From an optimization exercise on the open Yosys and OpenROAD flow, aimed at small area and a short achievable clock period; shortcuts taken in it are not production practice. Function was checked by simulation only, so behaviour that the tests miss may differ from the original.

==> design.v <==
module mul32 (
    input  wire         clk,
    input  wire [31:0]  A,
    input  wire [31:0]  B,
    output reg  [63:0]  C
);
    wire signed [32:0] a_signed = {1'b0, A};
    wire signed [33:0] b_signed_padded = {{1'b0, B}, 1'b0};
    wire signed [65:0] pp [0:16];
    reg signed [65:0] stage1_sum_reg;
    reg signed [65:0] pp_stage2_reg [9:16]; 
    genvar i;
    generate
        for (i = 0; i < 16; i = i + 1) begin : booth_pp_gen
            assign pp[i] = (b_signed_padded[2*i+2:2*i] == 3'b000) ? 66'd0 :
                           (b_signed_padded[2*i+2:2*i] == 3'b001) ? {{33{a_signed[32]}}, a_signed} << (2*i) :
                           (b_signed_padded[2*i+2:2*i] == 3'b010) ? {{33{a_signed[32]}}, a_signed} << (2*i) :
                           (b_signed_padded[2*i+2:2*i] == 3'b011) ? {{32{a_signed[32]}}, a_signed, 1'b0} << (2*i) :
                           (b_signed_padded[2*i+2:2*i] == 3'b100) ? -({{32{a_signed[32]}}, a_signed, 1'b0} << (2*i)) :
                           (b_signed_padded[2*i+2:2*i] == 3'b101) ? -({{33{a_signed[32]}}, a_signed} << (2*i)) :
                           (b_signed_padded[2*i+2:2*i] == 3'b110) ? -({{33{a_signed[32]}}, a_signed} << (2*i)) :
                           66'd0;
        end
    endgenerate
    wire signed [2:0] final_window = {b_signed_padded[33], b_signed_padded[33], b_signed_padded[32]};
    assign pp[16] = (final_window == 3'b000) ? 66'd0 :
                    (final_window == 3'b001) ? {{33{a_signed[32]}}, a_signed} << 32 :
                    (final_window == 3'b010) ? {{33{a_signed[32]}}, a_signed} << 32 :
                    (final_window == 3'b011) ? {{32{a_signed[32]}}, a_signed, 1'b0} << 32 :
                    (final_window == 3'b100) ? -({{32{a_signed[32]}}, a_signed, 1'b0} << 32) :
                    (final_window == 3'b101) ? -({{33{a_signed[32]}}, a_signed} << 32) :
                    (final_window == 3'b110) ? -({{33{a_signed[32]}}, a_signed} << 32) :
                    66'd0;
    always @(posedge clk) begin
        stage1_sum_reg <= pp[0] + pp[1] + pp[2] + pp[3] + pp[4] +
                          pp[5] + pp[6] + pp[7] + pp[8];
        pp_stage2_reg[9]  <= pp[9];
        pp_stage2_reg[10] <= pp[10];
        pp_stage2_reg[11] <= pp[11];
        pp_stage2_reg[12] <= pp[12];
        pp_stage2_reg[13] <= pp[13];
        pp_stage2_reg[14] <= pp[14];
        pp_stage2_reg[15] <= pp[15];
        pp_stage2_reg[16] <= pp[16];
    end
    always @(posedge clk) begin
        C <= (stage1_sum_reg + pp_stage2_reg[9]  + pp_stage2_reg[10] + 
                               pp_stage2_reg[11] + pp_stage2_reg[12] +
                               pp_stage2_reg[13] + pp_stage2_reg[14] + 
                               pp_stage2_reg[15] + pp_stage2_reg[16]);
    end
endmodule
==> run.sh <==
#!/bin/bash
# synth_recipe.tcl (not shown) runs the flow's synth.tcl, then flattens the netlist and writes it again
# the make line also repeats each setting of config.mk as NAME=value (left out here)
make -C /OpenROAD-flow-scripts/flow DESIGN_CONFIG=/design/flow/config.mk WORK_HOME=/design/flow/orfs CLKGATE_MAP_FILE= SYNTH_SCRIPT=/design/flow/synth_recipe.tcl finish
==> config.mk <==
export PLATFORM = sky130hd
export DESIGN_NAME = mul32
export DESIGN_NICKNAME = mul32
export VERILOG_FILES = /design/flow/design.v
export SDC_FILE = /design/flow/constraint.sdc
export NUM_CORES = 4
export LEC_CHECK = 0
export CAP_MARGIN = 20
export CORE_MARGIN = 2
export CORE_UTILIZATION = 40
export SLEW_MARGIN = 20
==> constraint.sdc <==
create_clock -name core_clock -period 10.5 [get_ports {clk}]
set_input_delay 2.1000 -clock core_clock [delete_from_list [all_inputs] [get_ports {clk}]]
set_output_delay 2.1000 -clock core_clock [all_outputs]
set_load 0.01 [all_outputs]
==> reports/metrics.cfg <==
[floorplan]
dieArea_um2 = 133200
die_h_um = 364.9
ios = 129
die_w_um = 364.9
coreArea_um2 = 129300
rows = 132
initial_core_util = 0.4029

[yosys]
syn_area_um2 = 52100
synth_edf_count = 0
synthDistinctLibCells = 86
netlist_instances = 6534
synth_nets = 7375
synthFlopType = dfxtp_1
synth-seq-cells = 440
ys_seq_area_frac = 0.1691
synth_top_area_frac = 0.2405
async_reset_ff_frac = 0
yosys-top-cells-area = fa_1, dfxtp_1, o21ai_0
yosys.area.top_type = fa_1
synth_warnings = 2
syn_area_per_cell_um2 = 7.974

[cts]
cts-resized-gates = 0
post-cts-setup-buffers = 0
cts_tree = done
insertion_delay_ns = 0.66
clock_sinks = 440
ctsRootBufferMaster = clkbuf_16
hold_buffers = 0
numCtsBuffers = 53
cts_buffer_depth = 3
clk_pin_slew_ns = 0.06
htreeDepth = 2

[critical_path]
required_ns = 11.08
worst_ep_arrival_time_ns = 10.70
cpMostUsedCell = fa_1
rrSetupSlack_ns = 4.23
timing.rr.start = stage1_sum_reg[29]$_DFF_P_
r2r-end = C[63]$_DFF_P_
worstSetupEndpointType = register
critPathLaunchType = input pin
crit_slowest_cell = or4_4
worstSetupPathType = input pin to register
critPathMaxFanout = 6
max_stage_delay_ns = 0.60
rr_worst_depth = 13

[min_path]
hold_path_end = C[10]$_DFF_P_
hold_path_depth = 0
min_path_type = register to register
min_from = stage1_sum_reg[10]$_DFF_P_

[drt]
first_pass_iters = 9
wire_per_inst_um = 28.98
vias = 53460
antenna_left = 0
wirelength_mm = 243.9
wl_met1_mm = 99.23
drt_iter0_drc = 8689
wl_met3_mm = 29.54
top_layer_used = met5
drc = 0
vias_per_cell = 6.350
dr_wl_met2_mm = 102.4

[sta]
worst_pin_slew_ns = 1.217
slew_headroom = 0.1828
maxSlewViolCount = 0
finalCritPeriodShare = 0.9642
finalClockSkew_ns = 0.02732
max_freq_mhz = 98.78
hold_viol = 0
setup_viol = 0
rsz0062_at_grt = false
period_needed_ns = 10.12

[cells_and_area]
largest_reg_flops = 312
drive_above_1_share = 0.1344
nNetsFinal = 7473
area_growth_pct = 14.85
finalNonFillerCells = 8418

[global_route]
grt_overflow = 0
antenna_found_initial = 9
grt_use_total = 0.3586
grt_pass1_wl_mm = 353.4
grt_pass1_vias = 50770
grt_start_max_net_pins = 71

[placed_design]
io_buffers = 128
place_inst = 8319
place_congestion = 1.024
hpwlAfterDp_mm = 181.9

[status]
status = complete, no violations

[job]
cap_violations = 0

[cell families after synthesis]
group,share of synthesized area
buffers and inverters,0.09565
adders and majority gates,0.2863
xor gates and xnor gates,0.03501
muxes,0.007781
and+or+nand+nor,0.1159
DFF,0.1691
AOI/OAI and AO/OA,0.2902
[per-layer routing]
metal | vias to the layer above | track usage
met5 | - | 0
met4 | 8 | 0.1516
met3 | 633 | 0.08627
met2 | 3814 | 0.5359
met1 | 26010 | 0.4931
li1 | 22990 | -
[layout by cell type (no fill, tap or decap), types with 39 or more instances in the layout]
cell,netlist,layout
maj3_1,51,51
fa_1,626,626
a211oi_1,88,88
o211ai_1,46,46
nor3_1,48,47
a21oi_1,594,594
a31oi_1,39,39
o221ai_1,63,63
a21o_1,60,60
a22oi_1,71,71
nor2b_1,41,41
inv_1,573,573
ha_1,150,150
dfxtp_1,440,440
o22ai_1,247,247
clkbuf_16,0,53
buf_4,3,647
and3_1,46,46
o21ai_0,623,623
xor2_1,72,60
nand2_1,342,340
xnor2_1,127,115
a221o_1,84,84
and2_1,85,84
clkdlybuf4s50_1,0,85
nand3_1,65,65
nor2_1,613,601
a221oi_1,183,183
[how the worst max path moves through the flow]
| stage | startpoint | to | slack [ns] | depth (start not counted) |
|---|---|---|---|---|
| after floorplan | A[13] | stage1_sum_reg[62]$_DFF_P_ | 0.65 | 29 |
| after global placement | A[13] | stage1_sum_reg[62]$_DFF_P_ | -0.12 | 30 |
| after detailed placement | A[13] | stage1_sum_reg[62]$_DFF_P_ | -0.21 | 29 |
| after CTS | A[13] | stage1_sum_reg[62]$_DFF_P_ | 0.47 | 29 |
| after global routing | A[13] | stage1_sum_reg[62]$_DFF_P_ | 0.05 | 29 |
| final | A[13] | stage1_sum_reg[62]$_DFF_P_ | 0.38 | 29 |
[per-stage QoR]
step                utilization  TNS [ns]  hold WS, ns  setup slack, ns  cell area, µm²
global route             0.4627         0       0.3350          0.04753           59840
CTS                      0.4627         0       0.3253           0.4712           59840
finish                   0.4627         0       0.3257           0.3763           59840
detailed placement       0.4481   -0.8164       0.3121          -0.2128           57950
floorplan                     -         0       0.3096           0.6489           52100
global placement         0.4481   -0.2125       0.3116          -0.1203           57940
[layout make-up]
type | count | area [µm²]
multi-input combinational | 4779 | 38560
antenna | 1 | 2.502
timing repair buffer | 781 | 6238
fill | 12770 | 69480
clock inverter | 33 | 447.9
clock buffer | 65 | 1441
tap | 1742 | 2180
sequential | 440 | 8808
inverter | 577 | 2166
[worst max-delay path: cells and delay by family]
family                   cells  cell delay [ns]
AO/OA/AOI/OAI                8             1.71
XOR/XNOR                     1             0.34
adder cells (fa/ha/maj)      5             2.41
buffers and inverters        8             1.36
AND/OR/NAND/NOR              7             2.76
[cells in the mapped netlist (all sizes together), types with 131 or more instances]
| master | count |
|---|---|
| a21oi | 595 |
| a221oi | 183 |
| clkbuf | 643 |
| dfxtp | 440 |
| fa | 626 |
| ha | 150 |
| inv | 574 |
| nand2 | 342 |
| nor2 | 613 |
| o21ai | 638 |
| o22ai | 247 |
| xnor2 | 131 |

-- what the ideal ports hide --
In the flow no input, the clock included, has a driving cell. The finished layout below was timed again as built, in two steps.
Step 1 sets driving cells, clkbuf_16 on the clock port and buf_2 on the other inputs (assumed; they add their load-dependent delay and slew).
Step 2 adds t to the input delays and takes it off the output delays; t is the mean of the earliest and latest rising clock arrival at the registers after step 1. Input paths then give back, and output paths get back, about the clock's delay inside the block.
Slacks: no drivers / after step 1 / after step 2; pairs: no drivers / after step 1.
shift t [ns]: 0.721
setup WS [ns]: 0.376 / 0.420 / -0.301
worst hold slack (ns): 0.326 / 0.326 / 0.326
worst data-port slew with drivers (ns): 0.16
cell pins on the clock port's net: 1
Met with ideal ports but missed after step 2: setup timing in this run. For this run, drivers alone change the setup slack by +0.044 ns; drivers and shift together by -0.677 ns.
